What follows belongs to an exercise in optimizing a design on an open flow for small area; a production flow would make more cautious choices.
Only simulation tests tie the RTL to the original design; equivalence was not proved.

run A:
## draw_line
module draw_line(clk, rst_n, wea, x, y, m, b, dir, range, index_rd, line_x, line_y, finish);
input             clk, rst_n;
input             wea;
input      [31:0] x, y, m, b, dir, range;
input      [31:0] index_rd;
output     [31:0] line_x, line_y;
output     reg finish;
reg        [31:0] cnt, cnt_upd;
reg        [31:0] x_reg, m_reg, acc;
reg               mv, dec;
reg        [4:0]  idx;
reg        [1:0]  ph;
genvar gi;
wire [32:0] ltc;
assign ltc[0] = 1'b0;
generate for (gi = 0; gi < 32; gi = gi + 1) begin : g_lt
    assign ltc[gi+1] = (range[gi] & ~cnt[gi]) | (range[gi] & ltc[gi]) | (~cnt[gi] & ltc[gi]);
end endgenerate
wire        lt = ltc[32];
wire [32:0] cch;
assign cch[0] = lt;
generate for (gi = 0; gi < 32; gi = gi + 1) begin : g_cnt
    assign cch[gi+1] = cch[gi] & cnt_upd[gi];
end endgenerate
always @(posedge clk or negedge rst_n) begin
    if (!rst_n) begin
        cnt     <= 32'd0;
        cnt_upd <= 32'd0;
        finish  <= 1'b0;
    end else begin
        cnt     <= cnt_upd ^ cch[31:0];
        cnt_upd <= cnt;
        finish  <= !lt;
    end
end
wire        start  = wea && !rst_n;
always @(posedge clk) begin
    if (start)
        ph <= 2'd0;
    else if (ph != 2'd3)
        ph <= ph + 2'd1;
end
wire        rd   = !start && ph == 2'd3;
wire        dneg = rd && dec;
wire [4:0]  kz   = mv ? idx : 5'd0;
reg  [31:0] mop;
reg  [7:0]  wop;
reg         wm1;
  ...
For scale: about 1,300 cells after synthesis.
Settings: LEC_CHECK=0, CAP_MARGIN=20, CORE_MARGIN=2, CORE_UTILIZATION=40, GPL_TIMING_DRIVEN=0, SLEW_MARGIN=20, SYNTH_HIERARCHICAL=1, SYNTH_MINIMUM_KEEP_SIZE=0; clock period 14.0 ns.
standard.sh (not shown) runs the stock make flow with config.mk's settings and CLKGATE_MAP_FILE= SYNTH_SCRIPT=/design/flow/synth_recipe.tcl, a recipe that flattens the netlist after the stock synthesis.
==> flow/flow/run.sh <==
#!/bin/bash
# The standard layout (the standard.sh: the standard synthesis and ORFS
# from floorplan to finish), with these changes to how the layout is made:
#  - at the start of the floorplan step, flow/downsize.tcl swaps every
#    combinational cell for the smallest cell of the same function; the
#    timing repair of the floorplan and later steps sizes up what is needed;
#  - the port buffers that global placement adds to every input and output
#    are sky130_fd_sc_hd__buf_1 cells instead of the default buffer;
#  - clock tree synthesis adds no dummy loads and uses clkbuf_8 buffers.
# make's full output goes to flow_make.log in this folder.
set -euo pipefail
here=$(pwd)
bash standard.sh \
  "PRE_FLOORPLAN_TCL=$here/flow/downsize.tcl" \
  "BUFFER_PORTS_ARGS=-buffer_cell sky130_fd_sc_hd__buf_1" \
  "CTS_ARGS=-sink_clustering_enable -repair_clock_nets -dont_use_dummy_load -buf_list sky130_fd_sc_hd__clkbuf_8" \
  finish > flow_make.log 2>&1
==> flow/flow/downsize.tcl <==
# Sized-down start for the resizer: every combinational cell of the
# synthesized netlist is swapped for the smallest cell of the same function
# (same name but for the drive-strength suffix). Registers, tie cells and
# buffers are left as they are. The floorplan's and later stages' timing
# repair then size up what the timing needs.
set db [ord::get_db]
set n 0
set saved 0.0
foreach inst [[ord::get_db_block] getInsts] {
  set mname [[$inst getMaster] getName]
  if {![regexp {^(sky130_fd_sc_hd__([a-z0-9]+))_([0-9]+)$} $mname -> base func drive]} { continue }
  if {[regexp {^(df|edf|sdf|sed|dl|conb|buf|clkbuf|clkdly|dlygate|tap|fill|decap|diode)} $func]} { continue }
  set cur [$inst getMaster]
  set best $cur
  set best_area [expr {[$cur getWidth] * [$cur getHeight]}]
  foreach d {0 1 2 4 6 8 12 16} {
    set cand [$db findMaster "${base}_$d"]
    if {$cand == "NULL" || $cand == ""} { continue }
    set a [expr {[$cand getWidth] * [$cand getHeight]}]
    if {$a < $best_area} { set best $cand; set best_area $a }
  }
  if {$best != $cur} {
    set saved [expr {$saved + [$cur getWidth] * [$cur getHeight] - $best_area}]
    $inst swapMaster $best
    incr n
  }
}
puts "downsize.tcl: swapped $n cells to their smallest size, [expr {$saved / 1e6}] um2 less"
Run A completed every stage of the flow, and the final layout passed the timing, design-rule and antenna checks.
Here is what was changed in the inputs of run B compared with run A.
diff --git a/flow/config.mk b/flow/config.mk
--- a/flow/config.mk
+++ b/flow/config.mk
@@ -9,5 +9,4 @@
 export CORE_MARGIN = 2
 export CORE_UTILIZATION = 40
-export GPL_TIMING_DRIVEN = 0
 export SLEW_MARGIN = 20
 export SYNTH_HIERARCHICAL = 1
--- outcome ---
Total length of routed wires on run B is ahead of run A. Run B vs run A: register fraction of the total cell area up in run B. Going from run A to run B, initial antenna violation count shrinks by 3. In run B the utilization turned out 2.9 points lower than in run A. [compare] base=run A new=run B: worst setup slack up 0.0050 ns, overall global routing resource usage shrank by 2.5 points, count of mapped cells out of synthesis was more or less identical, area of all placed cells without fillers down 960 um^2.

[separate check: timing with driven ports]
The flow's constraints put no driver on any port. The routed layouts listed below were extracted and timed again, unchanged, in two steps. Step 1, drivers: a clkbuf_16 drives clk and a buf_2 each remaining input, both assumed. Step 2 moves the port delays by t, midway between the first and last clock arrival at a register: inputs arrive t later, outputs are due t later. That takes back most of the time a late clock gives input paths. a / b / c = no drivers / after step 1 / after step 2; a / b = the first two.
run	t (ns)	setup slack, ns	worst setup path after step 2	worst register clock-pin slew, ns
run A	0.539	0.406 / 0.353 / 0.353	input to output	0.11 / 0.11
run B	0.520	0.411 / 0.386 / 0.386	input to output	0.11 / 0.11
After both steps setup and hold are still met in every run listed. For run A, which loses most, drivers alone change the setup slack by -0.053 ns; drivers and shift together by -0.053 ns.
